Source: an optimization exercise on an open RTL-to-GDS flow (aim: small area). Production flows keep margins and buffers that such runs may drop. In this exercise RTL edits were held to simulation tests only and were not proved equivalent to the original. Power figures rest on the tool's default switching activity, not on a simulated workload.

===== run.sh =====
#!/bin/bash
# synth_recipe.tcl (not shown) runs the flow's synth.tcl, then flattens the netlist and writes it again
# the make line also repeats each setting of config.mk as NAME=value (left out here)
make -C /OpenROAD-flow-scripts/flow DESIGN_CONFIG=/design/flow/config.mk WORK_HOME=/design/flow/orfs CLKGATE_MAP_FILE= SYNTH_SCRIPT=/design/flow/synth_recipe.tcl finish

===== config.mk =====
export PLATFORM = sky130hd
export DESIGN_NAME = filter_all
export DESIGN_NICKNAME = filter_all
export VERILOG_FILES = /design/flow/design.v
export SDC_FILE = /design/flow/constraint.sdc
export NUM_CORES = 8
export LEC_CHECK = 0
export CAP_MARGIN = 20
export CORE_MARGIN = 2
export CORE_UTILIZATION = 40
export SLEW_MARGIN = 20

===== constraint.sdc =====
create_clock -name core_clock -period 10.0 [get_ports {clk}]
set_input_delay 2.0000 -clock core_clock [delete_from_list [all_inputs] [get_ports {clk}]]
set_output_delay 2.0000 -clock core_clock [all_outputs]
set_load 0.01 [all_outputs]

===== design.v =====
module eq_amul #(
    parameter integer A = 0
) (
    input  [16:0] d,
    output [31:0] s,
    output [31:0] c
);
  wire [31:0] p = {{15{d[16]}}, d};
  wire [31:0] n = ~p;
  wire [31:0] s1, c1, c0;
  assign c = {c0[30:0], 1'b0};
  generate
    if (A == 927) begin : a927          
      eq_csa #(.W(32)) r1 (.a((p << 10) | 32'd129), .b(n << 7), .c(p << 5), .s(s1), .y(c1));
      eq_csa #(.W(32)) r2 (.a(s1), .b(c1 << 1), .c(n), .s(s), .y(c0));
    end else if (A == 1966) begin : a1966  
      eq_csa #(.W(32)) r1 (.a((p << 11) | 32'd82), .b(n << 6), .c(n << 4), .s(s1), .y(c1));
      eq_csa #(.W(32)) r2 (.a(s1), .b(c1 << 1), .c(n << 1), .s(s), .y(c0));
    end else if (A == 3056) begin : a3056  
      eq_csa #(.W(32)) r1 (.a((p << 12) | 32'd1040), .b(n << 10), .c(n << 4), .s(s), .y(c0));
    end else begin : a2238               
      eq_csa #(.W(32)) r1 (.a(p << 11), .b((p << 8) | 32'd66), .c(n << 6), .s(s1), .y(c1));
      eq_csa #(.W(32)) r2 (.a(s1), .b(c1 << 1), .c(n << 1), .s(s), .y(c0));
    end
  endgenerate
endmodule
module eq_csa #(
    parameter integer W = 32
) (
    input  [W-1:0] a,
    input  [W-1:0] b,
    input  [W-1:0] c,
    output [W-1:0] s,
    output [W-1:0] y
);
  assign s = a ^ b ^ c;
  assign y = (a & b) | (a & c) | (b & c);
endmodule
module eq_rca #(
    parameter integer W = 16
) (
    input  [W-1:0] a,
    input  [W-1:0] b,
    input          ci,
    output [W-1:0] s
);
  wire [W:0] c;
  assign c[0] = ci;
  genvar i;
  generate
    for (i = 0; i < W; i = i + 1) begin : g
      assign s[i]   = a[i] ^ b[i] ^ c[i];
      assign c[i+1] = (a[i] & b[i]) | (c[i] & (a[i] ^ b[i]));
    end
  endgenerate
endmodule
module eq_band #(
    parameter integer A  = 0,
    parameter integer B2 = 0,
    parameter integer B3 = 0,
    parameter integer B5 = 0,
    parameter integer B6 = 0
) (
    input         clk,
    input         rst,
    input         f0,
    input         f32,
    input         f33,
    input         ser,
    input         sfst,
    input         slst,
    input  [3:0]  k,
    input  [31:0] zs1,
    input  [31:0] zc1,
    input  [15:0] g1,
    input  [15:0] g2,
    output [15:0] dout
);
  wire [15:0] y1, y2;
  eq_pole #(.B2(B2), .B3(B3)) p1 (
    .clk(clk), .rst(rst), .f33(f33), .ser(ser), .sfst(sfst), .slst(slst), .k(k),
    .zs(zs1), .zc(zc1), .y(y1));
  wire [15:0] x2 = y1 << g1;
  wire [16:0] d2;
  eq_zero z2 (.clk(clk), .rst(rst), .f0(f0), .f32(f32), .x(x2), .d(d2));
  wire [31:0] zs2, zc2;
  eq_amul #(.A(A)) m2 (.d(d2), .s(zs2), .c(zc2));
  eq_pole #(.B2(B5), .B3(B6)) p2 (
    .clk(clk), .rst(rst), .f33(f33), .ser(ser), .sfst(sfst), .slst(slst), .k(k),
    .zs(zs2), .zc(zc2), .y(y2));
  assign dout = y2 << g2;
endmodule
module eq_zero (
    input         clk,
    input         rst,
    input         f0,
    input         f32,
    input  [15:0] x,
    output reg [16:0] d
);
  reg [15:0] r0, r1, r2, v0, v2;
  reg [15:0] s0, s2;
  reg q1, q2;
  wire sh = (x != r0);
  wire e0 = f32 & (x == s0);
  wire e2 = f32 & (sh ? q1 : q2);
  wire signed [15:0] n0 = e0 ? s0 : v0;
  wire signed [15:0] n2 = e2 ? s2 : v2;
  always @(posedge clk or negedge rst)
    if (!rst) begin
      r0 <= 16'd0; r1 <= 16'd0; r2 <= 16'd0;
      v0 <= 16'd0; v2 <= 16'd0;
    end else begin
      r0 <= x;
      if (sh) begin
        r1 <= r0; r2 <= r1;
      end
      v0 <= n0;
      v2 <= n2;
    end
  always @(posedge clk)
    if (f0) begin
      s0 <= r0; s2 <= r2;
    end
  always @(posedge clk)
    d <= n0 - n2;
  always @(posedge clk) begin
    q1 <= ((sh ? r0 : r1) == s2);
    q2 <= ((sh ? r1 : r2) == s2);
  end
endmodule
module eq_pole #(
    parameter integer B2 = 0,
    parameter integer B3 = 0
) (
    input         clk,
    input         rst,
    input         f33,
    input         ser,
    input         sfst,
    input         slst,
    input  [3:0]  k,
    input  [31:0] zs,
    input  [31:0] zc,
    output reg [15:0] y
);
  reg [15:0] h1, h2;
  reg        shifted;
  reg [31:0] tp;
  wire [31:0] ts, tc;
  eq_csa #(.W(32)) sub (.a(zs), .b(zc), .c(~tp), .s(ts), .y(tc));
  wire [31:0] t = ts + {tc[30:0], 1'b1};
  wire [15:0] ynew = t[31:16];
  wire        chg = (ynew != y);
  always @(posedge clk or negedge rst)
    if (!rst) begin
      y <= 16'd0; h1 <= 16'd0; h2 <= 16'd0; shifted <= 1'b0;
    end else if (f33) begin
      y <= ynew;
      shifted <= chg;
      if (chg) begin
        h1 <= y; h2 <= h1;
      end
    end
  reg         bit1, bit2;
  always @(posedge clk) begin
    bit1 <= h1[k];
    bit2 <= h2[k];
  end
  wire signed [15:0] c2 = B2;
  wire signed [15:0] c3 = B3;
  wire signed [15:0] c23 = B2 + B3;
  wire signed [15:0] xs = bit1 ? (bit2 ? c23 : c2) : (bit2 ? c3 : 16'sd0);
  wire signed [16:0] xa = slst ? -{xs[15], xs} : {xs[15], xs};
  wire signed [16:0] acc = sfst ? 17'sd0 : {tp[31], tp[31:16]};
  wire signed [16:0] sum = acc + xa;
  always @(posedge clk)
    if (ser & ~shifted)
      tp <= {sum[16:1], sum[0], tp[15:1]};
endmodule
module filter_all (
    input             clk,
    input             clk_enable,
    input             reset,
    input      [31:0] filter_in,
    output reg [31:0] filter_out_all,
    input      [15:0] filter_gain_100_1k_1,
    input      [15:0] filter_gain_100_1k_2,
    input      [15:0] filter_gain_1k_3k_1,
    input      [15:0] filter_gain_1k_3k_2,
    input      [15:0] filter_gain_3k_5k_1,
    input      [15:0] filter_gain_3k_5k_2,
    input      [15:0] filter_gain_5k_8k_1,
    input      [15:0] filter_gain_5k_8k_2,
    input      [15:0] filter_gain_6k_15k_1,
    input      [15:0] filter_gain_6k_15k_2
);
  reg [5:0] cnt;
  always @(posedge clk or negedge reset)
    if (!reset) cnt <= 6'd0;
    else if (cnt == 6'd33) cnt <= 6'd0;
    else cnt <= cnt + 6'd1;
  wire f0  = (cnt == 6'd0);
  wire f32 = (cnt == 6'd32);
  wire [3:0] k = cnt[3:0];              
  reg f33, ser, sfst, slst;
  always @(posedge clk or negedge reset)
    if (!reset) begin
      f33 <= 1'b0; ser <= 1'b0; sfst <= 1'b0; slst <= 1'b0;
    end else begin
      f33  <= f32;
      ser  <= ~cnt[5] & ~cnt[4];
      sfst <= f0;
      slst <= (cnt == 6'd15);
    end
  wire [16:0] d1;
  eq_zero z1 (.clk(clk), .rst(reset), .f0(f0), .f32(f32),
              .x(filter_in[31:16]), .d(d1));
  wire [31:0] s927, c927, s1966, c1966, s3056, c3056, s2238, c2238;
  eq_amul #(.A(927))  m0 (.d(d1), .s(s927),  .c(c927));
  eq_amul #(.A(1966)) m1 (.d(d1), .s(s1966), .c(c1966));
  eq_amul #(.A(3056)) m3 (.d(d1), .s(s3056), .c(c3056));
  eq_amul #(.A(2238)) m4 (.d(d1), .s(s2238), .c(c2238));
  wire [15:0] o0, o1, o2, o3, o4;
  eq_band #(.A(927),  .B2(-32478), .B3(16097), .B5(-30279), .B6(14116)) b0 (
    .clk(clk), .rst(reset), .f0(f0), .f32(f32), .f33(f33), .ser(ser), .sfst(sfst), .slst(slst), .k(k),
    .zs1(s927), .zc1(c927),
    .g1(filter_gain_100_1k_1), .g2(filter_gain_100_1k_2), .dout(o0));
  eq_band #(.A(1966), .B2(-30704), .B3(14659), .B5(-27287), .B6(12647)) b1 (
    .clk(clk), .rst(reset), .f0(f0), .f32(f32), .f33(f33), .ser(ser), .sfst(sfst), .slst(slst), .k(k),
    .zs1(s1966), .zc1(c1966),
    .g1(filter_gain_1k_3k_1), .g2(filter_gain_1k_3k_2), .dout(o1));
  eq_band #(.A(1966), .B2(-24232), .B3(13199), .B5(-27761), .B6(14044)) b2 (
    .clk(clk), .rst(reset), .f0(f0), .f32(f32), .f33(f33), .ser(ser), .sfst(sfst), .slst(slst), .k(k),
    .zs1(s1966), .zc1(c1966),
    .g1(filter_gain_3k_5k_1), .g2(filter_gain_3k_5k_2), .dout(o2));
  eq_band #(.A(3056), .B2(-20931), .B3(12567), .B5(-13402), .B6(11679)) b3 (
    .clk(clk), .rst(reset), .f0(f0), .f32(f32), .f33(f33), .ser(ser), .sfst(sfst), .slst(slst), .k(k),
    .zs1(s3056), .zc1(c3056),
    .g1(filter_gain_5k_8k_2), .g2(filter_gain_5k_8k_2), .dout(o3));
  eq_band #(.A(2238), .B2(-29802), .B3(14189), .B5(-25864), .B6(19134)) b4 (
    .clk(clk), .rst(reset), .f0(f0), .f32(f32), .f33(f33), .ser(ser), .sfst(sfst), .slst(slst), .k(k),
    .zs1(s2238), .zc1(c2238),
    .g1(filter_gain_6k_15k_1), .g2(filter_gain_6k_15k_2), .dout(o4));
  reg [18:0] s;
  always @(posedge clk or negedge reset)
    if (!reset) s <= 19'd0;
    else if (clk_enable) s <= o0 + o1 + o2 + o3 + o4;
  wire [31:0] dry = (|filter_gain_100_1k_1) ? filter_in : 32'd0;
  wire [31:0] bands = {s[15:0] + {13'd0, s[18:16]}, s[15:0]};
  always @(posedge clk or negedge reset)
    if (!reset) filter_out_all <= 32'd0;
    else filter_out_all <= dry + bands;
endmodule

==> key figures, run 1 <==
Status
  • Status: finished clean

Routing
  • Final antenna-violating net count: 0
  • Vias per std cell: 5.34
  • DRT Pass-1 Iters: 6
  • Via count: 80872
  • WL/cell: 19.8 µm
  • Drt initial violations: 5418
  • Total wire length: 300 mm
  • Drc violations: 0

Setup path
  • Crit Path Category: reg -> reg
  • Reg2reg path depth: 20
  • Crit Path Max Fanout: 21
  • CP Capture Type: flip-flop
  • Crit path launch type: flip-flop
  • Critical-path cell with the highest stage delay: dfxtp_1
  • Worst path buffer plus inverter count: 4
  • CP arrival: 8.87 ns
  • Delay-heaviest family, CP: compound AO/OA/AOI/OAI gates
  • Worst Path Required: 10.75 ns
  • CP max stage delay: 0.86 ns
  • RR Endpoint: b1.p1.h1[3]
  • R2R Setup Slk: 1.89 ns
  • CP Cell Sequence: inv_1, fa_1, inv_1, fa_1, inv_1, fa_1, ha_1, o21ai_0, o21ai_0, a221o_1, a22o_1, o31ai_1, a21oi_1, a2111o_1, a2111oi_0, nand4_1, nor4_1, a41oi_4, buf_16, mux2_2
  • RR Startpoint: z1.d[6]

Floorplan
  • Area of the die: 297000 µm²
  • Row Count: 198
  • DIE HEIGHT: 545 µm
  • Core area: 291000 µm²
  • Die Wd: 545 µm
  • Io pins: 227
  • Initial Utilization: 40.2%

GRT
  • Grt ovf: 0
  • Vias in the first global route: 83435
  • Largest net degree at the start of global routing: 163
  • First-pass GRT wire length: 476 mm
  • Total global-route track usage: 20.2%
  • Antenna violations before repair: 27

Synthesis
  • Total nets after synthesis: 12394
  • Most numerous cell in the Yosys netlist: inv_1
  • Synth cell count leaders: inv_1, dfrtp_1, ha_1
  • Ys Warns: 12
  • Synth Register Bits: 1677
  • Syn Inst Count: 10914
  • Seq/Total Area, Yosys: 37.5%
  • Share of Yosys cell area claimed by the top area cell type: 22.1%
  • Async SR Flop Fraction: 61.5%
  • Post-synth EDFFs: 512
  • Area contributors post-synth: dfrtp_1, edfxtp_1, ha_1, fa_1, mux2_2
  • Most common flop cell mapped by yosys: dfrtp_1
  • Leading area contributor after synthesis: dfrtp_1
  • Syn Area/Cell: 10.7 µm²
  • Number of distinct library cells after synthesis: 110
  • Area of the mapped netlist: 117000 µm²

Place
  • Placement Setup Slack: 0.987 ns
  • Gpl congestion: 0.897
  • Number of port buffers: 210
  • Placed Cells: 14758
  • HPWL Detailed: 230 mm
  • Area of placed instances: 123000 µm²

STA
  • Setup Skew: 0.0672 ns
  • WHS: 0.416 ns
  • # setup viols final: 0
  • Min Tclk post-route: 8.11 ns
  • Final Cycle Share: 81.1%
  • Final hold violation count: 0
  • Max Fclk: 0.123 GHz
  • Max Slew Vio Count: 0
  • Max transition margin: 27.8%
  • RSZ-0062 raised after global routing: false
  • Post-route setup TNS: 0 ns
  • PnR worst setup slack: 1.89 ns
  • Worst Tran Pin Value: 1.08 ns

CTS
  • Sink Count: 1677
  • Hold_buf cts: 0
  • Post-CTS Repair Setup Buffers: 0
  • TritonCTS clock tree: yes
  • CTS clk-pin slew, worst paths: 0.06 ns
  • Clk latency of the worst-skew pair: 0.89 ns
  • Number of H-tree levels: 4
  • Clock buffer depth: 4
  • Clock root buffer: clkbuf_16
  • Post-cts resize count: 0
  • CTS Buf Count: 195

Flow run
  • Max-cap violations: 0

Worst hold path
  • Hold depth: 0
  • Worst min path class: reg -> reg
  • Hold_sp: b4.z2.r2[13]
  • Worst Hold End: b4.z2.s2[13]

Pwr
  • Pwr/cell area: 119 nW/µm²
  • Static leakage: 59.7 nW
  • Total power: 15.4 mW
  • Max rail drop VDD: 0.154 mV

Layout
  • Share of cells above drive strength 1: 12.9%
  • Final core occ: 44.7%
  • Post-route cell area: 130000 µm²
  • Post-route insts no fill: 15135
  • Layout Area Growth over Synthesis: 11.3%
  • Nets: 12537
worst max path at each step:
stage,start,to,slack [ns],cells after the start
global route,filter_gain_1k_3k_1[0],b1.z2.d[16],1.18,28
CTS,z1.d[8],b1.p1.h2[4],1.77,19
global placement,filter_gain_1k_3k_1[0],b1.z2.d[16],1.09,28
floorplan,filter_gain_1k_3k_1[0],b1.z2.d[16],2.33,25
detailed placement,filter_gain_1k_3k_1[0],b1.z2.d[16],0.99,28
finish,z1.d[6],b1.p1.h1[3],1.89,20
report_power, final:
group / internal [mW] / total (mW) / switching (mW)
clock: 4.38 / 7.47 / 3.09
combinational: 0.267 / 0.715 / 0.448
sequential: 7.16 / 7.24 / 0.0781
registers in the layout (all words and copies together), names as in the netlist, 17 cells and up:
signal / flops
b3.z2.d: 17
b4.z2.d: 17
b4.p2.tp: 32
b0.p1.tp: 32
filter_out_all: 32
b1.p2.tp: 32
b2.p2.tp: 32
b2.p1.tp: 32
b2.z2.d: 17
b4.p1.tp: 32
b0.z2.d: 17
b1.p1.tp: 32
z1.d: 17
s: 19
b1.z2.d: 17
b3.p2.tp: 32
b3.p1.tp: 32
b0.p2.tp: 32
layer usage:
metal  vias up  routed length, µm  global-route usage, %  part of all wire, %
met5         -                 42                      0                0.014
met4         6               8340                   5.66                  2.8
met3       402              12600                   2.23                  4.2
met2      1758             142000                   33.5                   47
met1     40419             137000                   27.8                   46
li1      38287                  -                      -                    -
layout by cell type (no fill, tap or decap), types with 78 or more instances in the layout:
cell             Yosys  layout
o21ai_0            369     369
nand2_1            553     553
mux2_2             769     769
edfxtp_1           512     512
nor3_1             168     167
dfxtp_1            134     133
nor2_1             649     648
mux2i_1            252     252
mux4_2             163     163
nand4_1            101     101
nor4_1              90      87
a21o_1             131     131
fa_1               466     466
nand3_1            181     179
ha_1               819     819
clkbuf_16            0     207
inv_1             1297    1297
nand2b_1            92      92
xor2_1             300     300
nor2b_1            257     247
a211oi_1            78      78
xnor2_1            660     660
buf_4               13      89
clkdlybuf4s50_1      0     208
a21oi_1            420     420
dfrtp_1           1031    1025
logic make-up (layout without fill, tap and decap cells):
kind of cell | Yosys count | in the layout | share of synthesized area (%)
buffers and inverters | 1668 | 1978 | 5.48
other | 0 | 11 | 0
AOI/OAI and AO/OA | 1709 | 1709 | 9.66
adders and majority gates | 1286 | 1286 | 16.8
and+or+nand+nor | 2394 | 2394 | 10.1
DFF | 1677 | 1677 | 37.5
xor gates and xnor gates | 980 | 980 | 7.58
muxes | 1200 | 1200 | 12.9
final cells by class:
cell class	instances	area, µm²
Clock buffer	277	5720
Multi-Input combinational cell	7569	66800
Timing Repair Buffer	306	2920
Fill cell	26948	161000
Antenna cell	11	27.5
Inverter	1308	4910
Sequential cell	1677	43900
Clock inverter	87	988
Tap cell	3900	4880
==> inputs of run 2 (changes only) <==
--- a/design.v
+++ b/design.v
@@ -54,4 +54,37 @@
     end
   endgenerate
+endmodule
+module eq_add #(
+    parameter integer W = 32
+) (
+    input  [W-1:0] a,
+    input  [W-1:0] b,
+    input          ci,
+    output [W-1:0] s
+);
+  localparam integer L = (W <= 2) ? 1 : (W <= 4) ? 2 : (W <= 8) ? 3 :
+                         (W <= 16) ? 4 : (W <= 32) ? 5 : 6;
+  wire [W-1:0] p0 = a ^ b;
+  wire [W-1:0] g0 = (a & b) | {{(W-1){1'b0}}, p0[0] & ci};
+  wire [W-1:0] gl [0:L];
+  wire [W-1:0] pl [0:L];
+  assign gl[0] = g0;
+  assign pl[0] = p0;
+  genvar l, i;
+  generate
+    for (l = 0; l < L; l = l + 1) begin : lv
+      for (i = 0; i < W; i = i + 1) begin : bt
+        if ((i >> l) & 1) begin : m
+          localparam integer J = ((i >> l) << l) - 1;
+          assign gl[l+1][i] = gl[l][i] | (pl[l][i] & gl[l][J]);
+          assign pl[l+1][i] = pl[l][i] & pl[l][J];
+        end else begin : t
+          assign gl[l+1][i] = gl[l][i];
+          assign pl[l+1][i] = pl[l][i];
+        end
+      end
+    end
+  endgenerate
+  assign s = p0 ^ {gl[L][W-2:0], ci};
 endmodule
 module eq_band #(
@@ -123,6 +156,8 @@
       s0 <= r0; s2 <= r2;
     end
+  wire [16:0] dn;
+  eq_add #(.W(17)) sub (.a({n0[15], n0}), .b(~{n2[15], n2}), .ci(1'b1), .s(dn));
   always @(posedge clk)
-    d <= n0 - n2;
+    d <= dn;
   always @(posedge clk) begin
     q1 <= ((sh ? r0 : r1) == s2);
@@ -146,36 +181,43 @@
 );
   reg [15:0] h1, h2;
+  reg        hv1, hv2;
   reg        shifted;
-  reg [31:0] tp;
+  reg [31:0] ntp;
   wire [31:0] ts, tc;
-  eq_csa #(.W(32)) sub (.a(zs), .b(zc), .c(~tp), .s(ts), .y(tc));
-  wire [31:0] t = ts + {tc[30:0], 1'b1};
+  eq_csa #(.W(32)) sub (.a(zs), .b(zc), .c(ntp), .s(ts), .y(tc));
+  wire [31:0] t;
+  eq_add #(.W(32)) cpa (.a(ts), .b({tc[30:0], 1'b0}), .ci(1'b0), .s(t));
   wire [15:0] ynew = t[31:16];
   wire        chg = (ynew != y);
   always @(posedge clk or negedge rst)
     if (!rst) begin
-      y <= 16'd0; h1 <= 16'd0; h2 <= 16'd0; shifted <= 1'b0;
+      y <= 16'd0; hv1 <= 1'b0; hv2 <= 1'b0; shifted <= 1'b0;
     end else if (f33) begin
       y <= ynew;
       shifted <= chg;
       if (chg) begin
-        h1 <= y; h2 <= h1;
+        hv1 <= 1'b1; hv2 <= hv1;
       end
+    end
+  always @(posedge clk)
+    if (f33 & chg) begin
+      h1 <= y; h2 <= h1;
     end
   reg         bit1, bit2;
   always @(posedge clk) begin
-    bit1 <= h1[k];
-    bit2 <= h2[k];
+    bit1 <= h1[k] & hv1;
+    bit2 <= h2[k] & hv2;
   end
-  wire signed [15:0] c2 = B2;
-  wire signed [15:0] c3 = B3;
-  wire signed [15:0] c23 = B2 + B3;
+  wire signed [15:0] c2 = -B2;
+  wire signed [15:0] c3 = -B3;
+  wire signed [15:0] c23 = -(B2 + B3);
   wire signed [15:0] xs = bit1 ? (bit2 ? c23 : c2) : (bit2 ? c3 : 16'sd0);
   wire signed [16:0] xa = slst ? -{xs[15], xs} : {xs[15], xs};
-  wire signed [16:0] acc = sfst ? 17'sd0 : {tp[31], tp[31:16]};
-  wire signed [16:0] sum = acc + xa;
+  wire signed [16:0] acc = sfst ? 17'sd0 : {ntp[31], ntp[31:16]};
+  wire signed [16:0] sum;
+  eq_rca #(.W(17)) add (.a(acc), .b(xa), .ci(1'b0), .s(sum));
   always @(posedge clk)
     if (ser & ~shifted)
-      tp <= {sum[16:1], sum[0], tp[15:1]};
+      ntp <= {sum[16:1], sum[0], ntp[15:1]};
 endmodule
 module filter_all (
@@ -243,12 +285,21 @@
     .zs1(s2238), .zc1(c2238),
     .g1(filter_gain_6k_15k_1), .g2(filter_gain_6k_15k_2), .dout(o4));
+  wire [18:0] a0 = {3'd0, o0}, a1 = {3'd0, o1}, a2 = {3'd0, o2},
+              a3 = {3'd0, o3}, a4 = {3'd0, o4};
+  wire [18:0] u1s, u1c, u2s, u2c, u3s, u3c, sn;
+  eq_csa #(.W(19)) sa1 (.a(a0), .b(a1), .c(a2), .s(u1s), .y(u1c));
+  eq_csa #(.W(19)) sa2 (.a(u1s), .b({u1c[17:0], 1'b0}), .c(a3), .s(u2s), .y(u2c));
+  eq_csa #(.W(19)) sa3 (.a(u2s), .b({u2c[17:0], 1'b0}), .c(a4), .s(u3s), .y(u3c));
+  eq_add #(.W(19)) sa4 (.a(u3s), .b({u3c[17:0], 1'b0}), .ci(1'b0), .s(sn));
   reg [18:0] s;
   always @(posedge clk or negedge reset)
     if (!reset) s <= 19'd0;
-    else if (clk_enable) s <= o0 + o1 + o2 + o3 + o4;
+    else if (clk_enable) s <= sn;
   wire [31:0] dry = (|filter_gain_100_1k_1) ? filter_in : 32'd0;
-  wire [31:0] bands = {s[15:0] + {13'd0, s[18:16]}, s[15:0]};
+  wire [15:0] bh = s[15:0] + {13'd0, s[18:16]};
+  wire [31:0] on;
+  eq_add #(.W(32)) oa2 (.a(dry), .b({bh, s[15:0]}), .ci(1'b0), .s(on));
   always @(posedge clk or negedge reset)
     if (!reset) filter_out_all <= 32'd0;
-    else filter_out_all <= dry + bands;
-endmodule
+    else filter_out_all <= on;
+endmodule
==> key figures, run 2 <==
Status
  • Status: finished clean

Routing
  • Total wire length: 273 mm
  • DRT Pass-1 Iters: 9
  • Final antenna-violating net count: 0
  • WL/cell: 20.9 µm
  • Via count: 68833
  • Drc violations: 0
  • Drt initial violations: 4719
  • Vias per std cell: 5.28

CTS
  • Post-CTS Repair Setup Buffers: 0
  • Sink Count: 1683
  • Post-cts resize count: 0
  • Number of H-tree levels: 4
  • TritonCTS clock tree: yes
  • Clock buffer depth: 4
  • Clock root buffer: clkbuf_16
  • Hold_buf cts: 0
  • CTS Buf Count: 201
  • CTS clk-pin slew, worst paths: 0.06 ns
  • Clk latency of the worst-skew pair: 0.88 ns

Pwr
  • Power share of the clock group: 48.4%
  • Reg power frac: 47.9%
  • Switching part of the total: 22.4%
  • Max rail drop VDD: 0.151 mV
  • Total power: 15.3 mW
  • Sw power: 3.43 mW
  • Combinational share of power: 3.7%
  • Pwr/cell area: 126 nW/µm²
  • Cell Int Power: 11.8 mW
  • Static leakage: 50.9 nW

Synthesis
  • Area of the mapped netlist: 108000 µm²
  • Combinational family with the most area after synthesis: adder cells
  • Synth cell count leaders: inv_1, edfxtp_1, dfrtp_1
  • Syn Area/Cell: 12.0 µm²
  • Post-synthesis mux area share: 11.2%
  • Synth Register Bits: 1683
  • Number of distinct library cells after synthesis: 108
  • Synth Area in XOR/XNOR: 7.08%
  • Async SR Flop Fraction: 43.4%
  • Post-synth EDFFs: 818
  • Syn Inst Count: 9038
  • Most numerous cell in the Yosys netlist: inv_1
  • Total nets after synthesis: 10508
  • Leading area contributor after synthesis: edfxtp_1
  • Post-Synth Adder-Cell Area: 19.2%
  • Area contributors post-synth: edfxtp_1, dfrtp_1, fa_1, ha_1, xnor2_1
  • Most common flop cell mapped by yosys: edfxtp_1
  • Simple-Gate Fraction of Synth Area: 8.84%
  • Share of Yosys cell area claimed by the top area cell type: 22.7%
  • Ys Warns: 15
  • Compound-Gate Fraction of Synth Area: 7.21%
  • Seq/Total Area, Yosys: 42.0%

Worst hold path
  • Worst min path class: reg -> reg
  • Hold_sp: b3.p2.h1[10]

Layout
  • Footprint of the multi-input gates: 58200 µm²
  • Post-route cell area: 122000 µm²
  • Share of cells above drive strength 1: 11.8%
  • Commonest non-fill, non-tap cell in the layout: inv_1
  • Layout Area Growth over Synthesis: 12.1%
  • Regs by FF count: b0.p1.ntp (32), b0.p2.ntp (32), filter_out_all (32)
  • Total area of sequential cells: 45600 µm²
  • Fillers: 24394
  • Most frequent cells in the layout: inv_1, edfxtp_1, dfrtp_1, fa_1, ha_1
  • Nets: 10757

Place
  • Area of placed instances: 115000 µm²
  • Number of port buffers: 210
  • Gpl congestion: 0.909
  • HPWL Detailed: 209 mm

Setup path
  • Crit Path Max Fanout: 32
  • CP Capture Type: flip-flop
  • Crit path launch type: flip-flop
  • Worst Setup SP: z1.d[4]
  • CP max stage delay: 0.87 ns
  • CP arrival: 9.22 ns
  • Crit Path Category: reg -> reg
  • RR Startpoint: z1.d[4]
  • Delay-heaviest family, CP: adder cells
  • Worst path buffer plus inverter count: 4
  • Worst Path Required: 10.59 ns
  • Critical-path cell with the highest stage delay: o41ai_1
  • Most numerous cell on the critical path: fa_1
  • CP Cell Sequence: inv_1, fa_1, fa_1, inv_1, fa_1, ha_1, and3_1, o211ai_1, nor4_1, a211oi_2, nand2_1, fa_1, xor2_1, a31oi_1, nand3_1, nor3_1, nand4_1, a311oi_1, o311ai_0, or4_1, o41ai_1, inv_1, buf_4

GRT
  • Grt ovf: 0
  • Total global-route track usage: 19.8%
  • First-pass GRT wire length: 428 mm
  • Vias in the first global route: 72455
  • Largest net degree at the start of global routing: 151
  • Antenna violations before repair: 28

STA
  • Setup Skew: 0.0836 ns
  • # setup viols final: 0
  • Final Cycle Share: 86.3%
  • Post-route setup TNS: 0 ns
  • Min Tclk post-route: 8.63 ns
  • Max Slew Vio Count: 0
  • Max transition margin: 27.1%
  • Max Fclk: 0.116 GHz
  • Final hold violation count: 0
  • Worst Tran Pin Value: 1.09 ns
  • RSZ-0062 raised after global routing: false

Floorplan
  • DIE HEIGHT: 525 µm
  • Row Count: 191
  • Core area: 270000 µm²
  • Initial Utilization: 40.1%
  • Die Wd: 525 µm
  • Io pins: 227
  • Area of the die: 275000 µm²

Flow run
  • Max-cap violations: 0
==> run 2: changes by cell type in the layout (fill, tap and decap cells not counted), sizes merged, moves of 125 or more <==
cell    delta
fa       +179
a21oi    -125
nor2     -231
dfrtp    -300
nand2    -242
o21ai    -150
mux2     -358
ha       -189
nor2b    -126
inv      -334
edfxtp   +306
==> run 2: cell type report <==
type / instances / area share [%]
multi-input cells: 6097 / 47.9
well taps: 3570 / 3.68
clock buffers: 287 / 4.79
inverters: 972 / 3.00
repair buffers: 332 / 2.51
diodes: 11 / 0.0226
flip-flops and latches: 1683 / 37.5
clock inverters: 81 / 0.653
==> run 2: kinds of logic (layout without fill, tap and decap cells) <==
family | after synthesis | after routing
buffers and inverters | 1258 | 1672
other | 0 | 11
and+or+nand+nor | 1841 | 1841
adders and majority gates | 1277 | 1277
xor gates and xnor gates | 864 | 864
muxes | 946 | 946
AOI/OAI and AO/OA | 1169 | 1169
DFF | 1683 | 1683
==> run 2: power by group through the flow <==
stage          registers [mW]  clock network [mW]  logic (mW)
2_1_floorplan            7.43                   0       0.332
3_3_place_gp             7.45                   0       0.564
3_5_place_dp             7.45                   0       0.571
4_1_cts                  7.31                7.56       0.574
5_1_grt                  7.31                7.82       0.625
6_report                 7.31                7.38       0.570
==> run 2: layer usage <==
metal | vias up | global-route usage, % | wire (µm)
li1 | 32198 | - | -
met1 | 34851 | 26.3 | 120000
met2 | 1356 | 33.2 | 132000
met3 | 402 | 3.04 | 12500
met4 | 26 | 5.97 | 8310
met5 | - | 0 | 172
==> run 2: worst register-to-register path: cells and delay by family, from the launching register on <==
family / cells / cell delay (ns)
adders and majority gates: 5 / 2.51
AOI/OAI and AO/OA: 6 / 2.44
and+or+nand+nor: 7 / 1.51
buffers and inverters: 4 / 1.04
DFF: 1 / 0.69
xor gates and xnor gates: 1 / 0.18
==> run 2: worst paths after layout <==
check                          endpoint  cells after the start  slack (ns)
max                        b4.p1.h1[15]                     23        1.37
max in group asynchronous    b1.p1.y[5]                      3        6.89
min                        b3.p2.h2[10]                      0        0.41
max reg2reg                b4.p1.h1[15]                     23        1.37
min reg2reg                b3.p2.h2[10]                      0        0.41
min in group asynchronous   b2.z2.v2[6]                      1        1.08
==> run 2: per-stage QoR <==
stage	setup slack (ns)	hold slack [ns]	utilization, %	instances
after floorplan	1.80	0.419	-	9038
after global placement	0.863	0.424	42.5	12654
after detailed placement	0.719	0.427	42.5	12654
after CTS	1.43	0.395	45.0	13022
after global routing	0.989	0.418	45.0	13026
final	1.37	0.405	45.0	13033
==> inputs of run 3 (changes only) <==
--- a/design.v
+++ b/design.v
@@ -100,8 +100,9 @@
     input         f32,
     input         f33,
-    input         ser,
+    input         stp1,
+    input         stp2,
     input         sfst,
     input         slst,
-    input  [3:0]  k,
+    input  [4:0]  k,
     input  [31:0] zs1,
     input  [31:0] zc1,
@@ -111,7 +112,12 @@
 );
   wire [15:0] y1, y2;
-  eq_pole #(.B2(B2), .B3(B3)) p1 (
-    .clk(clk), .rst(rst), .f33(f33), .ser(ser), .sfst(sfst), .slst(slst), .k(k),
-    .zs(zs1), .zc(zc1), .y(y1));
+  wire [31:0] ntp1, ntp2;
+  wire [15:0] h11, h12, h21, h22;
+  wire        hv11, hv12, hv21, hv22;
+  wire [16:0] sum;
+  eq_pole p1 (
+    .clk(clk), .rst(rst), .f33(f33), .stp(stp1), .sum(sum),
+    .zs(zs1), .zc(zc1), .ntp(ntp1),
+    .h1(h11), .h2(h12), .hv1(hv11), .hv2(hv12), .y(y1));
   wire [15:0] x2 = y1 << g1;
   wire [16:0] d2;
@@ -119,8 +125,40 @@
   wire [31:0] zs2, zc2;
   eq_amul #(.A(A)) m2 (.d(d2), .s(zs2), .c(zc2));
-  eq_pole #(.B2(B5), .B3(B6)) p2 (
-    .clk(clk), .rst(rst), .f33(f33), .ser(ser), .sfst(sfst), .slst(slst), .k(k),
-    .zs(zs2), .zc(zc2), .y(y2));
+  eq_pole p2 (
+    .clk(clk), .rst(rst), .f33(f33), .stp(stp2), .sum(sum),
+    .zs(zs2), .zc(zc2), .ntp(ntp2),
+    .h1(h21), .h2(h22), .hv1(hv21), .hv2(hv22), .y(y2));
   assign dout = y2 << g2;
+  reg bit1, bit2, ph;
+  always @(posedge clk) begin
+    bit1 <= k[4] ? (h21[k[3:0]] & hv21) : (h11[k[3:0]] & hv11);
+    bit2 <= k[4] ? (h22[k[3:0]] & hv22) : (h12[k[3:0]] & hv12);
+    ph   <= k[4];
+  end
+  localparam signed [16:0] C2  = -B2;
+  localparam signed [16:0] C3  = -B3;
+  localparam signed [16:0] C23 = -(B2 + B3);
+  localparam signed [16:0] C5  = -B5;
+  localparam signed [16:0] C6  = -B6;
+  localparam signed [16:0] C56 = -(B5 + B6);
+  reg signed [16:0] xa;
+  always @(*)
+    case ({ph, slst, bit1, bit2})
+      4'b0001: xa = C3;
+      4'b0010: xa = C2;
+      4'b0011: xa = C23;
+      4'b0101: xa = -C3;
+      4'b0110: xa = -C2;
+      4'b0111: xa = -C23;
+      4'b1001: xa = C6;
+      4'b1010: xa = C5;
+      4'b1011: xa = C56;
+      4'b1101: xa = -C6;
+      4'b1110: xa = -C5;
+      4'b1111: xa = -C56;
+      default: xa = 17'sd0;
+    endcase
+  wire [16:0] acc = sfst ? 17'd0 : (ph ? {ntp2[31], ntp2[31:16]} : {ntp1[31], ntp1[31:16]});
+  eq_rca #(.W(17)) add (.a(acc), .b(xa), .ci(1'b0), .s(sum));
 endmodule
 module eq_zero (
@@ -130,5 +168,5 @@
     input         f32,
     input  [15:0] x,
-    output reg [16:0] d
+    output [16:0] d
 );
   reg [15:0] r0, r1, r2, v0, v2;
@@ -156,8 +194,5 @@
       s0 <= r0; s2 <= r2;
     end
-  wire [16:0] dn;
-  eq_add #(.W(17)) sub (.a({n0[15], n0}), .b(~{n2[15], n2}), .ci(1'b1), .s(dn));
-  always @(posedge clk)
-    d <= dn;
+  eq_add #(.W(17)) sub (.a({v0[15], v0}), .b(~{v2[15], v2}), .ci(1'b1), .s(d));
   always @(posedge clk) begin
     q1 <= ((sh ? r0 : r1) == s2);
@@ -165,23 +200,20 @@
   end
 endmodule
-module eq_pole #(
-    parameter integer B2 = 0,
-    parameter integer B3 = 0
-) (
-    input         clk,
-    input         rst,
-    input         f33,
-    input         ser,
-    input         sfst,
-    input         slst,
-    input  [3:0]  k,
-    input  [31:0] zs,
-    input  [31:0] zc,
+module eq_pole (
+    input             clk,
+    input             rst,
+    input             f33,
+    input             stp,
+    input      [16:0] sum,
+    input      [31:0] zs,
+    input      [31:0] zc,
+    output reg [31:0] ntp,
+    output reg [15:0] h1,
+    output reg [15:0] h2,
+    output reg        hv1,
+    output reg        hv2,
     output reg [15:0] y
 );
-  reg [15:0] h1, h2;
-  reg        hv1, hv2;
-  reg        shifted;
-  reg [31:0] ntp;
+  reg         shifted;
   wire [31:0] ts, tc;
   eq_csa #(.W(32)) sub (.a(zs), .b(zc), .c(ntp), .s(ts), .y(tc));
@@ -204,19 +236,6 @@
       h1 <= y; h2 <= h1;
     end
-  reg         bit1, bit2;
-  always @(posedge clk) begin
-    bit1 <= h1[k] & hv1;
-    bit2 <= h2[k] & hv2;
-  end
-  wire signed [15:0] c2 = -B2;
-  wire signed [15:0] c3 = -B3;
-  wire signed [15:0] c23 = -(B2 + B3);
-  wire signed [15:0] xs = bit1 ? (bit2 ? c23 : c2) : (bit2 ? c3 : 16'sd0);
-  wire signed [16:0] xa = slst ? -{xs[15], xs} : {xs[15], xs};
-  wire signed [16:0] acc = sfst ? 17'sd0 : {ntp[31], ntp[31:16]};
-  wire signed [16:0] sum;
-  eq_rca #(.W(17)) add (.a(acc), .b(xa), .ci(1'b0), .s(sum));
   always @(posedge clk)
-    if (ser & ~shifted)
+    if (stp & ~shifted)
       ntp <= {sum[16:1], sum[0], ntp[15:1]};
 endmodule
@@ -245,14 +264,15 @@
   wire f0  = (cnt == 6'd0);
   wire f32 = (cnt == 6'd32);
-  wire [3:0] k = cnt[3:0];              
-  reg f33, ser, sfst, slst;
+  wire [4:0] k = cnt[4:0];              
+  reg f33, stp1, stp2, sfst, slst;
   always @(posedge clk or negedge reset)
     if (!reset) begin
-      f33 <= 1'b0; ser <= 1'b0; sfst <= 1'b0; slst <= 1'b0;
+      f33 <= 1'b0; stp1 <= 1'b0; stp2 <= 1'b0; sfst <= 1'b0; slst <= 1'b0;
     end else begin
       f33  <= f32;
-      ser  <= ~cnt[5] & ~cnt[4];
-      sfst <= f0;
-      slst <= (cnt == 6'd15);
+      stp1 <= ~cnt[5] & ~cnt[4];
+      stp2 <= ~cnt[5] & cnt[4];
+      sfst <= ~cnt[5] & (cnt[3:0] == 4'd0);
+      slst <= ~cnt[5] & (cnt[3:0] == 4'd15);
     end
   wire [16:0] d1;
@@ -266,21 +286,21 @@
   wire [15:0] o0, o1, o2, o3, o4;
   eq_band #(.A(927),  .B2(-32478), .B3(16097), .B5(-30279), .B6(14116)) b0 (
-    .clk(clk), .rst(reset), .f0(f0), .f32(f32), .f33(f33), .ser(ser), .sfst(sfst), .slst(slst), .k(k),
+    .clk(clk), .rst(reset), .f0(f0), .f32(f32), .f33(f33), .stp1(stp1), .stp2(stp2), .sfst(sfst), .slst(slst), .k(k),
     .zs1(s927), .zc1(c927),
     .g1(filter_gain_100_1k_1), .g2(filter_gain_100_1k_2), .dout(o0));
   eq_band #(.A(1966), .B2(-30704), .B3(14659), .B5(-27287), .B6(12647)) b1 (
-    .clk(clk), .rst(reset), .f0(f0), .f32(f32), .f33(f33), .ser(ser), .sfst(sfst), .slst(slst), .k(k),
+    .clk(clk), .rst(reset), .f0(f0), .f32(f32), .f33(f33), .stp1(stp1), .stp2(stp2), .sfst(sfst), .slst(slst), .k(k),
     .zs1(s1966), .zc1(c1966),
     .g1(filter_gain_1k_3k_1), .g2(filter_gain_1k_3k_2), .dout(o1));
   eq_band #(.A(1966), .B2(-24232), .B3(13199), .B5(-27761), .B6(14044)) b2 (
-    .clk(clk), .rst(reset), .f0(f0), .f32(f32), .f33(f33), .ser(ser), .sfst(sfst), .slst(slst), .k(k),
+    .clk(clk), .rst(reset), .f0(f0), .f32(f32), .f33(f33), .stp1(stp1), .stp2(stp2), .sfst(sfst), .slst(slst), .k(k),
     .zs1(s1966), .zc1(c1966),
     .g1(filter_gain_3k_5k_1), .g2(filter_gain_3k_5k_2), .dout(o2));
   eq_band #(.A(3056), .B2(-20931), .B3(12567), .B5(-13402), .B6(11679)) b3 (
-    .clk(clk), .rst(reset), .f0(f0), .f32(f32), .f33(f33), .ser(ser), .sfst(sfst), .slst(slst), .k(k),
+    .clk(clk), .rst(reset), .f0(f0), .f32(f32), .f33(f33), .stp1(stp1), .stp2(stp2), .sfst(sfst), .slst(slst), .k(k),
     .zs1(s3056), .zc1(c3056),
     .g1(filter_gain_5k_8k_2), .g2(filter_gain_5k_8k_2), .dout(o3));
   eq_band #(.A(2238), .B2(-29802), .B3(14189), .B5(-25864), .B6(19134)) b4 (
-    .clk(clk), .rst(reset), .f0(f0), .f32(f32), .f33(f33), .ser(ser), .sfst(sfst), .slst(slst), .k(k),
+    .clk(clk), .rst(reset), .f0(f0), .f32(f32), .f33(f33), .stp1(stp1), .stp2(stp2), .sfst(sfst), .slst(slst), .k(k),
     .zs1(s2238), .zc1(c2238),
     .g1(filter_gain_6k_15k_1), .g2(filter_gain_6k_15k_2), .dout(o4));
--- a/config.mk
+++ b/config.mk
@@ -8,4 +8,7 @@
 export CAP_MARGIN = 20
 export CORE_MARGIN = 2
-export CORE_UTILIZATION = 40
+export CORE_UTILIZATION = 65
+export CTS_BUF_LIST = sky130_fd_sc_hd__clkbuf_8 sky130_fd_sc_hd__clkbuf_16
+export CTS_CLUSTER_DIAMETER = 70
+export CTS_CLUSTER_SIZE = 25
 export SLEW_MARGIN = 20
==> key figures, run 3 <==
GRT
  • Vias in the first global route: 70620
  • Largest net degree at the start of global routing: 162
  • Antenna violations before repair: 26
  • Grt ovf: 0
  • First-pass GRT wire length: 414 mm
  • Total global-route track usage: 32.9%

Setup path
  • R2R Setup Slk: 0.63 ns
  • CP Capture Type: flip-flop
  • Worst Path Required: 10.67 ns
  • RR Startpoint: z1.v0[0]
  • RR Endpoint: b2.p1.hv2
  • Crit path launch type: flip-flop
  • CP arrival: 10.03 ns
  • Critical-path cell with the highest stage delay: fa_1
  • Crit Path Max Fanout: 9
  • CP max stage delay: 0.60 ns
  • Crit Path Category: reg -> reg
  • Reg2reg path depth: 37

Routing
  • WL/cell: 23.6 µm
  • Via count: 69613
  • Total wire length: 266 mm
  • DRT Pass-1 Iters: 8
  • Drt initial violations: 6294
  • Drc violations: 0
  • Vias per std cell: 6.16
  • Final antenna-violating net count: 0

Layout
  • Footprint of the multi-input gates: 56600 µm²
  • Most frequent cells in the layout: inv_1, edfxtp_1, dfrtp_1, ha_1, xnor2_1
  • Total area of sequential cells: 43400 µm²
  • Layout Area Growth over Synthesis: 8.29%
  • Fillers: 11582
  • Regs by FF count: b0.p1.ntp (32), b0.p2.ntp (32), filter_out_all (32)
  • Nets: 10455
  • Commonest non-fill, non-tap cell in the layout: inv_1
  • Post-route cell area: 113000 µm²
  • Share of cells above drive strength 1: 11.7%

STA
  • # setup viols final: 0
  • Max Slew Vio Count: 0
  • Post-route setup TNS: 0 ns
  • Setup Skew: 0.0397 ns
  • PnR worst setup slack: 0.630 ns
  • Final Cycle Share: 93.7%
  • Worst Tran Pin Value: 1.07 ns
  • RSZ-0062 raised after global routing: false
  • Max Fclk: 0.107 GHz
  • WHS: 0.439 ns
  • Min Tclk post-route: 9.37 ns
  • Final hold violation count: 0
  • Max transition margin: 28.6%

Flow run
  • Max-cap violations: 0

Synthesis
  • Synth Register Bits: 1573
  • Most common flop cell mapped by yosys: edfxtp_1
  • Ys Warns: 11
  • Number of distinct library cells after synthesis: 114
  • Area contributors post-synth: edfxtp_1, dfrtp_1, fa_1, ha_1, xnor2_1
  • Post-synth EDFFs: 818
  • Most numerous cell in the Yosys netlist: inv_1
  • Area of the mapped netlist: 104000 µm²
  • Leading area contributor after synthesis: edfxtp_1
  • Syn Area/Cell: 11.6 µm²
  • Synth cell count leaders: inv_1, edfxtp_1, dfrtp_1
  • Seq/Total Area, Yosys: 41.5%
  • Total nets after synthesis: 10336
  • Syn Inst Count: 8987
  • Async SR Flop Fraction: 46.5%
  • Share of Yosys cell area claimed by the top area cell type: 23.5%

Place
  • Placement Setup Slack: 0.569 ns
  • Gpl congestion: 0.987
  • Number of port buffers: 210
  • Area of placed instances: 109000 µm²
  • HPWL Detailed: 205 mm

CTS
  • Number of H-tree levels: 3
  • CTS clk-pin slew, worst paths: 0.09 ns
  • Clock root buffer: clkbuf_16
  • Clk latency of the worst-skew pair: 0.78 ns
  • Post-CTS Repair Setup Buffers: 0
  • CTS Buf Count: 109
  • TritonCTS clock tree: yes
  • Sink Count: 1573
  • Clock buffer depth: 3

Worst hold path
  • Hold depth: 0
  • Worst min path class: reg -> reg
  • Worst Hold End: b1.p1.h2[13]
  • Hold_sp: b1.p1.h1[13]

Pwr
  • Static leakage: 47.7 nW
  • Max rail drop VDD: 0.192 mV
  • Pwr/cell area: 160 nW/µm²

Floorplan
  • Core area: 160000 µm²
  • Area of the die: 164000 µm²
  • Row Count: 147
  • Initial Utilization: 65.3%
  • Die Wd: 405 µm
  • DIE HEIGHT: 405 µm
  • Io pins: 227

Status
  • Status: finished clean
==> run 3: changes by cell type after synthesis, moves of 36 or more <==
cell and change:
o21ai_0 +106, a21oi_1 +79, and2_1 -36, nand2_1 +114, mux2i_1 -55, nor2b_1 -62
fa_1 -97, inv_1 -103, nand2b_1 -108, dfxtp_1 -111, nor2_1 +107
==> run 3: how the worst max path moves through the flow <==
stage,startpoint,end,slack (ns),cells after the start
final,z1.v0[0],b2.p1.hv2,0.63,37
after global routing,b0.z2.v0[0],b0.p2.h1[4],0.10,32
after floorplan,cnt[0],b0.z2.s0[0],0.77,6
after global placement,z1.v0[0],b2.p1.hv2,0.71,32
after CTS,z1.v0[0],b2.p1.hv2,0.50,32
after detailed placement,z1.v0[0],b4.p1.h1[8],0.57,33
==> run 3: area by class of cell <==
cell class,instances,share of cell area (%)
multi-input combinational,6218,50.1
sequential,1573,38.3
inverter,870,2.89
timing repair buffer,334,2.74
clock buffer,116,2.53
tap,2086,2.31
clock inverter,90,1.09
antenna,13,0.0288
==> run 3: per-stage QoR <==
step	cells	utilization [%]	power (mW)
final	11300	70.7	18.1
after global routing	11297	70.7	19.0
after global placement	11080	68.1	12.8
after floorplan	8987	-	11.5
after CTS	11286	70.6	18.1
after detailed placement	11080	68.1	13.0
==> run 3: report_power, final <==
| part | switching [mW] | internal (mW) |
|---|---|---|
| clock network | 2.71 | 2.40 |
| registers | 0.293 | 7.23 |
| logic | 3.13 | 2.31 |
| total | 6.14 | 11.9 |
==> run 3: timing repair <==
action | CTS | global route
endpoints found under the setup margin | 0 | 181
hold buffers | 0 | 0
resized for setup | 0 | 7
==> run 3: layer usage <==
layer  GRT usage, %  up-vias  wire (µm)
li1               -    31961          -
met1           46.0    35083     112000
met2           53.7     2184     128000
met3           5.08      371      17600
met4           9.69       14       8580
met5              0        -         82
==> run 3: cells by family after synthesis <==
logic type / share of synthesized area (%)
compound gates: 8.32
fa+ha+maj: 17.8
simple gates: 9.14
mux: 11.2
buf+inv: 4.44
xor+xnor: 7.59
flops: 41.5
==> run 3: critical path, delay by kind of cell (launching register included) <==
kind	cells	cell delay [ns]
adders and majority gates	7	2.87
AOI/OAI and AO/OA	14	3.26
DFF	1	0.38
buffers and inverters	7	1.12
and+or+nand+nor	7	1.14
muxes	1	0.32
xor gates and xnor gates	1	0.17
==> inputs of run 4 (changes only) <==
--- a/config.mk
+++ b/config.mk
@@ -8,7 +8,4 @@
 export CAP_MARGIN = 20
 export CORE_MARGIN = 2
-export CORE_UTILIZATION = 65
-export CTS_BUF_LIST = sky130_fd_sc_hd__clkbuf_8 sky130_fd_sc_hd__clkbuf_16
-export CTS_CLUSTER_DIAMETER = 70
-export CTS_CLUSTER_SIZE = 25
+export CORE_UTILIZATION = 40
 export SLEW_MARGIN = 20
==> key figures, run 4 <==
Status
  • Status: finished clean

Setup path
  • CP max stage delay: 0.69 ns
  • Crit path launch type: flip-flop
  • Worst Path Required: 10.66 ns
  • Most numerous cell on the critical path: fa_1
  • CP arrival: 10.00 ns
  • Crit Path Max Fanout: 12
  • CP Capture Type: flip-flop
  • Critical-path cell with the highest stage delay: fa_1
  • Crit Path Category: reg -> reg

Routing
  • Vias per std cell: 5.42
  • Via count: 69146
  • Drt initial violations: 4965
  • Drc violations: 0
  • Final antenna-violating net count: 0
  • DRT Pass-1 Iters: 6
  • Total wire length: 279 mm
  • WL/cell: 21.9 µm

Synthesis
  • Post-synthesis mux area share: 11.2%
  • Ys Warns: 11
  • Share of Yosys cell area claimed by the top area cell type: 23.5%
  • Total nets after synthesis: 10336
  • Synth Register Bits: 1573
  • Leading area contributor after synthesis: edfxtp_1
  • Synth cell count leaders: inv_1, edfxtp_1, dfrtp_1
  • Seq/Total Area, Yosys: 41.5%
  • Simple-Gate Fraction of Synth Area: 9.14%
  • Post-synth EDFFs: 818
  • Compound-Gate Fraction of Synth Area: 8.32%
  • Number of distinct library cells after synthesis: 114
  • Combinational family with the most area after synthesis: adder cells
  • Area contributors post-synth: edfxtp_1, dfrtp_1, fa_1, ha_1, xnor2_1
  • Syn Area/Cell: 11.6 µm²
  • Most common flop cell mapped by yosys: edfxtp_1
  • Synth Area in XOR/XNOR: 7.59%
  • Most numerous cell in the Yosys netlist: inv_1
  • Post-Synth Adder-Cell Area: 17.8%
  • Async SR Flop Fraction: 46.5%
  • Area of the mapped netlist: 104000 µm²
  • Syn Inst Count: 8987

Flow run
  • Max-cap violations: 0

STA
  • Final hold violation count: 0
  • Setup Skew: 0.0612 ns
  • RSZ-0062 raised after global routing: false
  • Max transition margin: 18.2%
  • # setup viols final: 0
  • Worst Tran Pin Value: 1.23 ns
  • Post-route setup TNS: 0 ns
  • PnR worst setup slack: 0.665 ns
  • Max Slew Vio Count: 0
  • Max Fclk: 0.107 GHz
  • Final Cycle Share: 93.4%
  • Min Tclk post-route: 9.34 ns

Pwr
  • Combinational share of power: 27.1%
  • Switching part of the total: 31.7%
  • Sw power: 6.28 mW
  • Max rail drop VDD: 0.189 mV
  • Static leakage: 48.8 nW
  • Reg power frac: 38.1%
  • Total power: 19.8 mW
  • Cell Int Power: 13.5 mW
  • Power share of the clock group: 34.8%
  • Pwr/cell area: 169 nW/µm²

GRT
  • Antenna violations before repair: 23
  • Total global-route track usage: 21.0%
  • Grt ovf: 0
  • Vias in the first global route: 70677
  • Largest net degree at the start of global routing: 157
  • First-pass GRT wire length: 430 mm

Floorplan
  • Die Wd: 515 µm
  • Area of the die: 265000 µm²
  • Initial Utilization: 40.2%
  • Row Count: 187
  • Io pins: 227
  • DIE HEIGHT: 515 µm
  • Core area: 260000 µm²

Layout
  • Nets: 10528
  • Most frequent cells in the layout: inv_1, edfxtp_1, dfrtp_1, ha_1, xnor2_1
  • Fillers: 23817
  • Regs by FF count: b0.p1.ntp (32), b0.p2.ntp (32), filter_out_all (32)
  • Share of cells above drive strength 1: 12.7%
  • Layout Area Growth over Synthesis: 12.0%
  • Commonest non-fill, non-tap cell in the layout: inv_1

Place
  • Number of port buffers: 210
  • Placement Setup Slack: 0.509 ns
  • Gpl congestion: 0.963
  • HPWL Detailed: 216 mm

CTS
  • TritonCTS clock tree: yes
  • Clock root buffer: clkbuf_16
  • Clock buffer depth: 3
  • Post-CTS Repair Setup Buffers: 0
  • Sink Count: 1573
  • CTS Buf Count: 178
  • Number of H-tree levels: 4
  • Clk latency of the worst-skew pair: 0.84 ns
  • CTS clk-pin slew, worst paths: 0.06 ns

Worst hold path
  • Worst min path class: reg -> reg
-- run 4: cell counts after synthesis --
No cell type changed its count.
-- run 4: path summary, 6_finish.rpt --
path | slack [ns] | depth (start not counted) | from | to
setup / recovery | 0.66 | 37 | z1.v0[0] | b2.p1.hv2
hold / removal | 0.42 | 0 | b3.p1.h1[14] | b3.p1.h2[14]
setup reg to reg | 0.66 | 37 | z1.v0[0] | b2.p1.hv2
hold reg to reg | 0.42 | 0 | b3.p1.h1[14] | b3.p1.h2[14]
max in group asynchronous | 6.66 | 3 | reset | b4.z2.r0[14]
min in group asynchronous | 1.13 | 1 | reset | b3.z2.v0[0]
-- run 4: cell families (layout without fill, tap and decap cells) --
family,Yosys count,count (layout)
other cells,0,11
flops,1573,1573
mux,909,909
fa+ha+maj,1159,1159
simple gates,1895,1895
buf+inv,1196,1545
compound gates,1357,1357
xor+xnor,898,898
-- run 4: power by group through the flow --
stage          Clock (mW)  Sequential (mW)  Combinational, mW
6_report             6.89             7.54               5.36
5_1_grt              7.30             7.58               6.00
4_1_cts              7.04             7.55               5.31
3_5_place_dp            0             7.67               5.25
3_3_place_gp            0             7.66               5.19
2_1_floorplan           0             7.54               3.93
-- run 4: metrics by stage --
stage	hold WS (ns)	area, µm²	instances	utilization (%)
after floorplan	0.345	104000	8987	-
after global placement	0.421	111000	12400	42.6
after detailed placement	0.427	111000	12400	42.6
after CTS	0.419	117000	12737	45.0
after global routing	0.444	117000	12745	45.0
final	0.424	117000	12749	45.0
-- run 4: final cells by class --
type	count	area, µm²	share of cell area (%)
clock inverters	101	1240	1.06
clock buffers	236	4990	4.26
diodes	11	27.5	0.0235
repair buffers	338	3160	2.70
inverters	870	3270	2.79
multi-input cells	6218	56600	48.4
well taps	3402	4260	3.64
flip-flops and latches	1573	43400	37.1
-- run 4: repair_timing --
action,4_1_cts,5_1_grt
hold buffers,0,0
endpoints found under the setup margin,0,114
resized for setup,0,7
-- run 4: routing by layer --
metal / vias up / GRT usage, % / part of all wire [%]
met5: - / 0 / 0.017
met1: 35020 / 29.2 / 45
li1: 32148 / - / -
met4: 6 / 5.18 / 2.5
met3: 321 / 3.40 / 5.5
met2: 1651 / 34.3 / 47
-- run 4: critical path: cells and delay by family (launching register included) --
kind            cells  cell delay (ns)
xor+xnor            1             0.15
compound gates     13             3.03
fa+ha+maj           8             3.47
flops               1             0.38
simple gates        6             0.73
buf+inv             8             1.05
mux                 1             0.32
==> inputs of run 5 (changes only) <==
--- a/design.v
+++ b/design.v
@@ -172,8 +172,9 @@
   reg [15:0] r0, r1, r2, v0, v2;
   reg [15:0] s0, s2;
-  reg q1, q2;
-  wire sh = (x != r0);
-  wire e0 = f32 & (x == s0);
-  wire e2 = f32 & (sh ? q1 : q2);
+  wire        sh  = (x != r0);
+  wire [15:0] r1n = sh ? r0 : r1;
+  wire [15:0] r2n = sh ? r1 : r2;
+  wire        e0  = f32 & (x == s0);
+  wire        e2  = f32 & (r2n == s2);
   wire signed [15:0] n0 = e0 ? s0 : v0;
   wire signed [15:0] n2 = e2 ? s2 : v2;
@@ -184,7 +185,6 @@
     end else begin
       r0 <= x;
-      if (sh) begin
-        r1 <= r0; r2 <= r1;
-      end
+      r1 <= r1n;
+      r2 <= r2n;
       v0 <= n0;
       v2 <= n2;
@@ -195,8 +195,4 @@
     end
   eq_add #(.W(17)) sub (.a({v0[15], v0}), .b(~{v2[15], v2}), .ci(1'b1), .s(d));
-  always @(posedge clk) begin
-    q1 <= ((sh ? r0 : r1) == s2);
-    q2 <= ((sh ? r1 : r2) == s2);
-  end
 endmodule
 module eq_pole (
--- a/config.mk
+++ b/config.mk
@@ -8,4 +8,7 @@
 export CAP_MARGIN = 20
 export CORE_MARGIN = 2
-export CORE_UTILIZATION = 40
+export CORE_UTILIZATION = 65
+export CTS_BUF_LIST = sky130_fd_sc_hd__clkbuf_8 sky130_fd_sc_hd__clkbuf_16
+export CTS_CLUSTER_DIAMETER = 70
+export CTS_CLUSTER_SIZE = 25
 export SLEW_MARGIN = 20
==> key figures, run 5 <==
Routing
  • Drt initial violations: 6691
  • Drc violations: 0
  • Total wire length: 265 mm
  • Final antenna-violating net count: 0
  • Via count: 69008
  • Vias per std cell: 6.23
  • WL/cell: 23.9 µm
  • DRT Pass-1 Iters: 6

Layout
  • Footprint of the multi-input gates: 56100 µm²
  • Final core occ: 71.1%
  • Most frequent cells in the layout: inv_1, edfxtp_1, dfrtp_1, ha_1, fa_1
  • Share of cells above drive strength 1: 13.0%
  • Post-route cell area: 113000 µm²
  • Fillers: 11191
  • Nets: 10249
  • Layout Area Growth over Synthesis: 8.60%
  • Post-route insts no fill: 11078
  • Regs by FF count: b0.p1.ntp (32), b0.p2.ntp (32), filter_out_all (32)
  • Commonest non-fill, non-tap cell in the layout: inv_1
  • Total area of sequential cells: 43100 µm²

Floorplan
  • Area of the die: 163000 µm²
  • Initial Utilization: 65.5%
  • Die Wd: 404 µm
  • Io pins: 227
  • DIE HEIGHT: 404 µm
  • Core area: 159000 µm²
  • Row Count: 146

Synthesis
  • Syn Inst Count: 8770
  • Area of the mapped netlist: 104000 µm²
  • Leading area contributor after synthesis: edfxtp_1
  • Post-synth EDFFs: 818
  • Most common flop cell mapped by yosys: edfxtp_1
  • Total nets after synthesis: 10119
  • Syn Area/Cell: 11.8 µm²
  • Share of Yosys cell area claimed by the top area cell type: 23.7%
  • Number of distinct library cells after synthesis: 118
  • Synth Register Bits: 1561
  • Synth cell count leaders: inv_1, edfxtp_1, dfrtp_1
  • Most numerous cell in the Yosys netlist: inv_1
  • Area contributors post-synth: edfxtp_1, dfrtp_1, fa_1, ha_1, mux2_2
  • Ys Warns: 11
  • Seq/Total Area, Yosys: 41.5%
  • Async SR Flop Fraction: 46.9%

STA
  • WHS: 0.432 ns
  • Max Slew Vio Count: 0
  • Max transition margin: 22.7%
  • Post-route setup TNS: 0 ns
  • Final hold violation count: 0
  • Worst Tran Pin Value: 1.15 ns
  • Min Tclk post-route: 9.36 ns
  • Max Fclk: 0.107 GHz
  • # setup viols final: 0
  • Final Cycle Share: 93.6%
  • PnR worst setup slack: 0.642 ns
  • Setup Skew: 0.0510 ns

CTS
  • CTS clk-pin slew, worst paths: 0.10 ns
  • Clk latency of the worst-skew pair: 0.82 ns
  • Clock buffer depth: 3
  • Sink Count: 1561
  • Number of H-tree levels: 3
  • Clock root buffer: clkbuf_16
  • TritonCTS clock tree: yes
  • CTS Buf Count: 113

Flow run
  • Max-cap violations: 0

GRT
  • Vias in the first global route: 69403
  • First-pass GRT wire length: 410 mm
  • Total global-route track usage: 32.9%
  • Largest net degree at the start of global routing: 180
  • Grt ovf: 0
  • Antenna violations before repair: 16

Status
  • Status: finished clean

Pwr
  • Total power: 18.3 mW
  • Static leakage: 48.2 nW
  • Pwr/cell area: 162 nW/µm²
  • Max rail drop VDD: 0.179 mV

Place
  • Area of placed instances: 108000 µm²
  • Placed Cells: 10850
  • Number of port buffers: 210
  • Placement Setup Slack: 0.343 ns
  • HPWL Detailed: 204 mm
  • Gpl congestion: 0.966

Setup path
  • Worst Path Required: 10.51 ns
  • Reg2reg path depth: 34
  • R2R Setup Slk: 0.64 ns
  • RR Startpoint: z1.v0[0]
  • RR Endpoint: b0.p1.h2[1]
  • Crit path launch type: flip-flop
  • Crit Path Max Fanout: 32
  • CP arrival: 9.87 ns
  • CP max stage delay: 0.53 ns
  • Crit Path Category: reg -> reg
  • Critical-path cell with the highest stage delay: fa_1
  • CP Capture Type: flip-flop

Worst hold path
  • Hold depth: 0
  • Worst min path class: reg -> reg
  • Hold_sp: b3.z2.r2[15]
  • Worst Hold End: b3.z2.s2[15]
run 5: changes by cell type in the layout (fill, tap and decap cells not counted), moves of 33 or more:
| cell | delta |
|---|---|
| xnor2_1 | -97 |
| clkbuf_16 | -66 |
| nor2_1 | -66 |
| o21ai_0 | -64 |
| xor2_1 | -49 |
| inv_1 | +45 |
| nor2b_1 | +38 |
| and2_1 | -33 |
run 5: repair_timing:
item / in CTS / in global routing
hold buffers: 0 / 0
gates resized for setup: 0 / 15
buffers inserted: 0 / 5
setup endpoints to repair: 0 / 68
run 5: worst max path at each step:
stage	start	to	slack [ns]	cells past startpoint
finish	z1.v0[0]	b0.p1.h2[1]	0.64	34
global route	z1.v0[0]	b0.p1.h2[1]	-0.03	34
CTS	z1.v0[0]	b0.p1.h1[1]	0.28	33
detailed placement	z1.v0[0]	b0.p1.h1[1]	0.34	33
global placement	z1.v0[0]	b0.p1.h1[2]	0.53	33
floorplan	z1.v0[0]	b2.p1.hv2	0.11	27
run 5: routing by layer:
layer,vias up,routed length [µm],GRT usage [%]
met5,-,48,0
met4,8,7900,9.23
met3,373,18300,4.89
met2,2305,126000,52.9
met1,34999,113000,47.0
li1,31323,-,-
run 5: final cells by class:
| cell class | instances | area share (%) |
|---|---|---|
| clock buffers | 117 | 2.58 |
| clock inverters | 98 | 1.27 |
| flip-flops and latches | 1561 | 38.2 |
| multi-input cells | 5973 | 49.7 |
| well taps | 2072 | 2.30 |
| repair buffers | 342 | 2.83 |
| diodes | 6 | 0.0133 |
| inverters | 909 | 3.03 |
run 5: kinds of logic after synthesis:
kind of cell	Yosys count	share of synthesized area (%)
AO/OA/AOI/OAI	1301	8.29
buffers and inverters	1236	4.65
adder cells (fa/ha/maj)	1159	17.9
XOR/XNOR	768	6.75
AND/OR/NAND/NOR	1773	8.67
multiplexers	972	12.2
flip-flops	1561	41.5
run 5: worst max-delay path, delay by kind of cell, from the launching register on:
kind / cells / cell delay, ns
flip-flops: 1 / 0.39
AO/OA/AOI/OAI: 15 / 3.91
adder cells (fa/ha/maj): 6 / 2.46
AND/OR/NAND/NOR: 4 / 0.91
XOR/XNOR: 2 / 0.48
buffers and inverters: 7 / 0.89
run 5: where the power goes:
part | switching (mW) | total, mW | internal (mW)
sequential | 0.339 | 7.50 | 7.16
clock | 2.82 | 5.33 | 2.51
combinational | 3.13 | 5.49 | 2.36

[what the ideal ports hide]
The flow's constraints put no driver on any port. The routed layouts listed below were extracted and timed again, unchanged, in two steps.
Step 1, drivers: a clkbuf_16 drives clk and a buf_2 each remaining input, both assumed.
Step 2 also shifts input and output timing later by t, the mid clock arrival at the registers, as if the neighbouring blocks saw the same clock.
Slacks: ideal ports / drivers / drivers and shift; pairs: ideal ports / drivers.
run	t (ns)	setup slack, ns	worst setup path at the end
run 1	0.957	1.886 / 1.886 / 0.939	input to register
run 2	0.941	1.373 / 1.373 / 0.614	input to register
run 3	0.849	0.630 / 0.630 / 0.630	register to register
run 4	0.907	0.665 / 0.665 / 0.665	register to register
run 5	0.885	0.642 / 0.642 / 0.642	register to register
After both steps every run listed still meets setup and hold. The setup slack of run 1, which loses most, moves by 0.000 ns with the drivers and by -0.947 ns with both steps.
